From an optimization exercise on the open Yosys and OpenROAD flow, aimed at small area and a short achievable clock period; shortcuts taken in it are not production practice.
RTL that was checked went through simulation tests only; none was proved equivalent to the original.
The flow treats the clock pin as an ideal source, which a real chip does not have.

==> trial 42 <==
==> flow/design.v <==
module usart (
    input wire clk,
    input wire rst,
    input wire [7:0] tx_data_in,
    input wire tx_write_en,
    output wire tx_full,
    output wire tx_serial_out,
    input wire rx_serial_in,
    output wire [7:0] rx_data_out,
    input wire rx_read_en,
    output wire rx_empty
);
    integer i;
    reg [7:0] tmem [0:15];
    reg [3:0] twp, trp;
    reg       tf, tfo, te;
    reg [3:0] tcnt;
    reg       tld;
    reg [7:0] tsh;
    reg       tso;
    wire t_rd = tcnt[3];                    
    wire t_wr = tx_write_en & ~tf;
    reg [7:0] t_byte;
    always @* begin
        t_byte = 8'd0;
        for (i = 0; i < 16; i = i + 1)
            if (trp == ((i + 1) & 15)) t_byte = t_byte | tmem[i];
    end
    always @(posedge clk)
        if (t_wr) tmem[twp] <= tx_data_in;
    always @(posedge clk) begin
        if (rst) begin
            twp <= 4'd0; trp <= 4'd0; tf <= 1'b0; tfo <= 1'b0; te <= 1'b1;
            tcnt <= 4'd0; tld <= 1'b0; tsh <= 8'd0; tso <= 1'b0;
        end else begin
            if (t_wr) twp <= twp + 4'd1;
            if (t_rd) trp <= trp + 4'd1;
            if (t_wr & ~t_rd) begin
                tf <= (twp + 4'd1 == trp);
                tfo <= (twp + 4'd1 == trp);
                te <= 1'b0;
            end else if (t_rd & ~t_wr) begin
                tf <= 1'b0;
                tfo <= 1'b0;
                te <= (trp + 4'd1 == twp);
            end
            if (~te & (tcnt == 4'd0)) tcnt <= 4'd8;
            else if (tcnt != 4'd0) tcnt <= tcnt - 4'd1;
            tld <= t_rd;
            tsh <= tld ? t_byte : {tsh[6:0], 1'b0};
            tso <= tsh[7];
        end
    end
    assign tx_full = tfo;
    assign tx_serial_out = tso;
    reg [7:0] rsh;
    reg [2:0] rbc;
    reg       rwe;
    reg [7:0] rmem [0:15];
    reg [3:0] rwp, rrp;
    reg       rf, re, reo;
    reg [7:0] rdo;
    wire r_wr = rwe & ~rf;
    wire r_rd = rx_read_en & ~re;
    reg [7:0] r_byte;
    always @* begin
        r_byte = 8'd0;
        for (i = 0; i < 16; i = i + 1)
            if (rrp == i) r_byte = r_byte | rmem[i];
    end
    always @(posedge clk)
        rsh <= {rsh[6:0], rx_serial_in};
    always @(posedge clk)
        if (r_wr) rmem[rwp] <= rsh;
    always @(posedge clk) begin
        if (rst) begin
            rbc <= 3'd0; rwe <= 1'b0;
            rwp <= 4'd0; rrp <= 4'd0; rf <= 1'b0; re <= 1'b1; reo <= 1'b1;
            rdo <= 8'd0;
        end else begin
            rbc <= rbc + 3'd1;
            rwe <= (rbc == 3'd7);
            if (r_wr) rwp <= rwp + 4'd1;
            if (r_rd) begin
                rrp <= rrp + 4'd1;
                rdo <= r_byte;
            end
            if (r_wr & ~r_rd) begin
                rf <= (rwp + 4'd1 == rrp);
                re <= 1'b0;
                reo <= 1'b0;
            end else if (r_rd & ~r_wr) begin
                rf <= 1'b0;
                re <= (rrp + 4'd1 == rwp);
                reo <= (rrp + 4'd1 == rwp);
            end
        end
    end
    assign rx_data_out = rdo;
    assign rx_empty = reo;
endmodule
==> flow/run.sh <==
#!/bin/bash
# synth_recipe.tcl (not shown) runs the flow's synth.tcl, then flattens the netlist and writes it again
# the make line also repeats each setting of config.mk as NAME=value (left out here)
make -C /OpenROAD-flow-scripts/flow DESIGN_CONFIG=/design/flow/config.mk WORK_HOME=/design/flow/orfs CLKGATE_MAP_FILE= SYNTH_SCRIPT=/design/flow/synth_recipe.tcl finish
==> flow/config.mk <==
export PLATFORM = sky130hd
export DESIGN_NAME = usart
export DESIGN_NICKNAME = usart
export VERILOG_FILES = /design/flow/design.v
export SDC_FILE = /design/flow/constraint.sdc
export NUM_CORES = 4
export LEC_CHECK = 0
export ABC_CLOCK_PERIOD_IN_PS = 1500
export CAP_MARGIN = 20
export CORE_MARGIN = 2
export CORE_UTILIZATION = 65
export SETUP_SLACK_MARGIN = 2.4
export SLEW_MARGIN = 20
==> flow/constraint.sdc <==
create_clock -name core_clock -period 4.0 [get_ports {clk}]
set_input_delay 0.8000 -clock core_clock [delete_from_list [all_inputs] [get_ports {clk}]]
set_output_delay 0.8000 -clock core_clock [all_outputs]
set_load 0.01 [all_outputs]
==> trial 59 (differences from trial 42) <==
==> flow/design.v (replaced) <==
module usart (
    input wire clk,
    input wire rst,
    input wire [7:0] tx_data_in,
    input wire tx_write_en,
    output wire tx_full,
    output wire tx_serial_out,
    input wire rx_serial_in,
    output wire [7:0] rx_data_out,
    input wire rx_read_en,
    output wire rx_empty
);
    integer i;
    reg [7:0]  tmem [0:15];
    reg [15:0] tosel;
    reg        te;
    reg [3:0]  tcnt;
    reg        tld;
    reg [7:0]  tsh;
    reg        tso;
    wire t_rd = tcnt[3];                    
    wire t_wr = tx_write_en & ~tosel[15];   
    wire [15:0] t_up = {tosel[14:0], te};   
    reg  [7:0]  t_byte;
    always @* begin
        t_byte = 8'd0;
        for (i = 0; i < 16; i = i + 1)
            t_byte = t_byte | ({8{tld & t_up[i]}} & tmem[i]);
    end
    always @(posedge clk)
        if (t_wr) begin
            tmem[0] <= tx_data_in;
            for (i = 1; i < 16; i = i + 1)
                tmem[i] <= tmem[i - 1];
        end
    always @(posedge clk)
        tld <= t_rd;
    always @(posedge clk) begin
        if (rst) begin
            tosel <= 16'd0; te <= 1'b1;
            tcnt <= 4'd0; tsh <= 8'd0; tso <= 1'b0;
        end else begin
            if (t_wr & ~t_rd) begin
                tosel <= t_up;
                te <= 1'b0;
            end else if (t_rd & ~t_wr) begin
                tosel <= {1'b0, tosel[15:1]};
                te <= tosel[0];
            end
            if (~te & (tcnt == 4'd0)) tcnt <= 4'd8;
            else if (tcnt != 4'd0) tcnt <= tcnt - 4'd1;
            tsh <= t_byte | ({tsh[6:0], 1'b0} & {8{~tld}});
            tso <= tsh[7];
        end
    end
    assign tx_full = tosel[15];
    assign tx_serial_out = tso;
    reg [7:0]  rsh;
    reg [2:0]  rbc;
    reg        rwe;
    reg [7:0]  rmem [0:15];
    reg [15:0] rosel;
    reg        re;
    reg [7:0]  rdo;
    wire r_wr = rwe & ~rosel[15];           
    wire r_rd = rx_read_en & ~re;
    reg [7:0] r_byte;
    always @* begin
        r_byte = 8'd0;
        for (i = 0; i < 16; i = i + 1)
            r_byte = r_byte | ({8{rosel[i]}} & rmem[i]);
    end
    always @(posedge clk)
        rsh <= {rsh[6:0], rx_serial_in};
    always @(posedge clk)
        if (r_wr) begin
            rmem[0] <= rsh;
            for (i = 1; i < 16; i = i + 1)
                rmem[i] <= rmem[i - 1];
        end
    always @(posedge clk) begin
        if (rst) begin
            rbc <= 3'd0; rwe <= 1'b0;
            rosel <= 16'd0; re <= 1'b1;
            rdo <= 8'd0;
        end else begin
            rbc <= rbc + 3'd1;
            rwe <= (rbc == 3'd7);
            if (r_rd) rdo <= r_byte;
            if (r_wr & ~r_rd) begin
                rosel <= {rosel[14:0], re};
                re <= 1'b0;
            end else if (r_rd & ~r_wr) begin
                rosel <= {1'b0, rosel[15:1]};
                re <= rosel[0];
            end
        end
    end
    assign rx_data_out = rdo;
    assign rx_empty = re;
endmodule
==> flow/flow/run.sh (new file) <==
#!/bin/bash
set -euo pipefail
W=$(pwd)
bash standard.sh \
  SKIP_CTS_REPAIR_TIMING=1 \
  POST_CTS_TCL="$W/flow/post_cts.tcl" \
  finish > "$W/standard.log" 2>&1
==> flow/flow/post_cts.tcl (new file) <==
# Runs inside ORFS's cts.tcl after clock_tree_synthesis and detailed placement.
set block [ord::get_db_block]
set cnet [[$block findBTerm clk] getNet]
set roots {}
foreach it [$cnet getITerms] { lappend roots [$it getInst] }
if {[llength $roots] == 1} {
  set root [lindex $roots 0]
  set rnet [[$root findITerm X] getNet]
  set loads {}
  foreach it [$rnet getITerms] {
    if {[$it isInputSignal]} { lappend loads $it }
  }
  if {[llength $loads] <= 4} {
    foreach it $loads { $it disconnect; $it connect $cnet }
    [$root findITerm A] disconnect
    [$root findITerm X] disconnect
    puts "post_cts: removed clock root buffer [$root getName]; clock port drives [llength $loads] pins"
    odb::dbInst_destroy $root
    odb::dbNet_destroy $rnet
  } else {
    puts "post_cts: root buffer drives [llength $loads] pins; tree left as it is"
  }
}
estimate_parasitics -placement
repair_timing_helper
detailed_placement
check_placement -verbose
estimate_parasitics -placement
report_checks -path_delay max -format full_clock_expanded
==> flow/standard.sh (new file) <==
#!/bin/bash
# synth_recipe.tcl (not shown) runs the flow's synth.tcl, then flattens the netlist and writes it again
# the make line also repeats each setting of config.mk as NAME=value (left out here)
make -C /OpenROAD-flow-scripts/flow DESIGN_CONFIG=/design/flow/config.mk WORK_HOME=/design/flow/orfs CLKGATE_MAP_FILE= SYNTH_SCRIPT=/design/flow/synth_recipe.tcl "${@:-finish}"
--- a/flow/config.mk
+++ b/flow/config.mk
@@ -10,4 +10,6 @@
 export CORE_MARGIN = 2
 export CORE_UTILIZATION = 65
+export CTS_CLUSTER_DIAMETER = 100
+export CTS_CLUSTER_SIZE = 24
 export SETUP_SLACK_MARGIN = 2.4
 export SLEW_MARGIN = 20
removed: flow/run.sh
==> trial 77 (differences from trial 42) <==
==> flow/design.v (replaced) <==
module usart (
    input wire clk,
    input wire rst,
    input wire [7:0] tx_data_in,
    input wire tx_write_en,
    output wire tx_full,
    output wire tx_serial_out,
    input wire rx_serial_in,
    output wire [7:0] rx_data_out,
    input wire rx_read_en,
    output wire rx_empty
);
    integer i;
    reg [7:0]  tmem [0:15];
    reg [3:0]  twp, trp;
    reg        tf, te;
    reg [3:0]  tcnt;
    reg [15:0] tsel;
    reg        tld;
    reg [7:0]  tsh;
    reg        tso;
    wire t_rd = tcnt[3];                    
    wire t_wr = tx_write_en & ~tf;
    reg [7:0] t_byte;
    always @* begin
        t_byte = 8'd0;
        for (i = 0; i < 16; i = i + 1)
            t_byte = t_byte | ({8{tsel[i]}} & tmem[i]);
    end
    always @(posedge clk)
        if (t_wr) tmem[twp] <= tx_data_in;
    always @(posedge clk) begin
        for (i = 0; i < 16; i = i + 1)
            tsel[i] <= t_rd & (trp == i);
        tld <= t_rd;
    end
    always @(posedge clk) begin
        if (rst) begin
            twp <= 4'd0; trp <= 4'd0; tf <= 1'b0; te <= 1'b1;
            tcnt <= 4'd0; tsh <= 8'd0; tso <= 1'b0;
        end else begin
            if (t_wr) twp <= twp + 4'd1;
            if (t_rd) trp <= trp + 4'd1;
            if (t_wr & ~t_rd) begin
                tf <= (twp + 4'd1 == trp);
                te <= 1'b0;
            end else if (t_rd & ~t_wr) begin
                tf <= 1'b0;
                te <= (trp + 4'd1 == twp);
            end
            if (~te & (tcnt == 4'd0)) tcnt <= 4'd8;
            else if (tcnt != 4'd0) tcnt <= tcnt - 4'd1;
            tsh <= t_byte | ({tsh[6:0], 1'b0} & {8{~tld}});
            tso <= tsh[7];
        end
    end
    assign tx_full = tf;
    assign tx_serial_out = tso;
    reg [7:0]  rsh;
    reg [2:0]  rbc;
    reg        rwe;
    reg [7:0]  rmem [0:15];
    reg [3:0]  rwp;
    reg [15:0] rsel;
    reg        rf, re;
    reg [7:0]  rdo;
    wire r_wr = rwe & ~rf;
    wire r_rd = rx_read_en & ~re;
    reg [15:0] rwdec;
    reg [7:0]  r_byte;
    reg        r_wnext_is_r, r_rnext_is_w;
    always @* begin
        r_byte = 8'd0;
        r_wnext_is_r = 1'b0;    
        r_rnext_is_w = 1'b0;    
        for (i = 0; i < 16; i = i + 1) begin
            rwdec[i] = (rwp == i);
            r_byte = r_byte | ({8{rsel[i]}} & rmem[i]);
        end
        for (i = 0; i < 16; i = i + 1) begin
            r_wnext_is_r = r_wnext_is_r | (rwdec[i] & rsel[(i + 1) & 15]);
            r_rnext_is_w = r_rnext_is_w | (rsel[i] & rwdec[(i + 1) & 15]);
        end
    end
    always @(posedge clk)
        rsh <= {rsh[6:0], rx_serial_in};
    always @(posedge clk)
        if (r_wr) rmem[rwp] <= rsh;
    always @(posedge clk) begin
        if (rst) begin
            rbc <= 3'd0; rwe <= 1'b0;
            rwp <= 4'd0; rsel <= 16'd1; rf <= 1'b0; re <= 1'b1;
            rdo <= 8'd0;
        end else begin
            rbc <= rbc + 3'd1;
            rwe <= (rbc == 3'd7);
            if (r_wr) rwp <= rwp + 4'd1;
            if (r_rd) begin
                rsel <= {rsel[14:0], rsel[15]};
                rdo <= r_byte;
            end
            if (r_wr & ~r_rd) begin
                rf <= r_wnext_is_r;
                re <= 1'b0;
            end else if (r_rd & ~r_wr) begin
                rf <= 1'b0;
                re <= r_rnext_is_w;
            end
        end
    end
    assign rx_data_out = rdo;
    assign rx_empty = re;
endmodule
--- a/flow/config.mk
+++ b/flow/config.mk
@@ -10,4 +10,6 @@
 export CORE_MARGIN = 2
 export CORE_UTILIZATION = 65
+export CTS_CLUSTER_DIAMETER = 100
+export CTS_CLUSTER_SIZE = 24
 export SETUP_SLACK_MARGIN = 2.4
 export SLEW_MARGIN = 20
==> summary.md <==
| Metric | Value |
|---|---|
| Area Growth Syn to Fin | 19.84% |
| Outcome | timing/DRC/antenna clean |
| M1 wire length | 11920 um |
| CP required | 3200 ps |
| Seq/Total Area, Yosys | 75.15% |
| Via count | 7863 |
| Clock sink total | 338 |
The numbers above come from trial 77.

==> summary.md <==
| Metric | Value |
|---|---|
| Clock sink total | 324 |
| Via count | 6803 |
| Area Growth Syn to Fin | 14.10% |
| M1 wire length | 9972 um |
| NumNets Final | 793 |
| Outcome | timing/DRC/antenna clean |
| Seq/Total Area, Yosys | 77.38% |
| CP required | 4220 ps |
The numbers above come from trial 59.

==> summary.md <==
| Metric | Value |
|---|---|
| Outcome | timing/DRC/antenna clean |
| Area Growth Syn to Fin | 28.39% |
| CP required | 4440 ps |
| Via count | 8023 |
| Seq/Total Area, Yosys | 72.59% |
| Clock sink total | 310 |
| NumNets Final | 981 |
| M1 wire length | 11440 um |
The numbers above come from trial 42.

The RTL of trial 42 and trial 77 was laid out without a check of its function.

[afterwards: timing with drivers on the ports]
In the flow no input, the clock included, has a driving cell. The finished layouts below were timed again as built, in two steps. Step 1 (the two cells are an assumption about what drives the block):
set clk [get_ports {clk}]
set_driving_cell -lib_cell sky130_fd_sc_hd__clkbuf_16 $clk
set_driving_cell -lib_cell sky130_fd_sc_hd__buf_2 [delete_from_list [all_inputs] $clk]
Step 2 moves the port delays by t, midway between the first and last clock arrival at a register: inputs arrive t later, outputs are due t later. That takes back most of the time a late clock gives input paths. Three values: no drivers, after step 1, after step 2; two values: the first two.
run | t (ns) | setup WS [ns] | worst data-port slew with drivers (ns)
trial 42 | 0.585 | 2.128 / 2.128 / 1.831 | 0.03
trial 59 | 0.411 | 2.281 / 2.291 / 1.891 | 0.05
trial 77 | 0.549 | 2.205 / 2.160 / 1.845 | 0.04
After both steps setup and hold are still met in every run listed. The setup slack of trial 59, which loses most, moves by +0.010 ns with the drivers and by -0.390 ns with both steps.
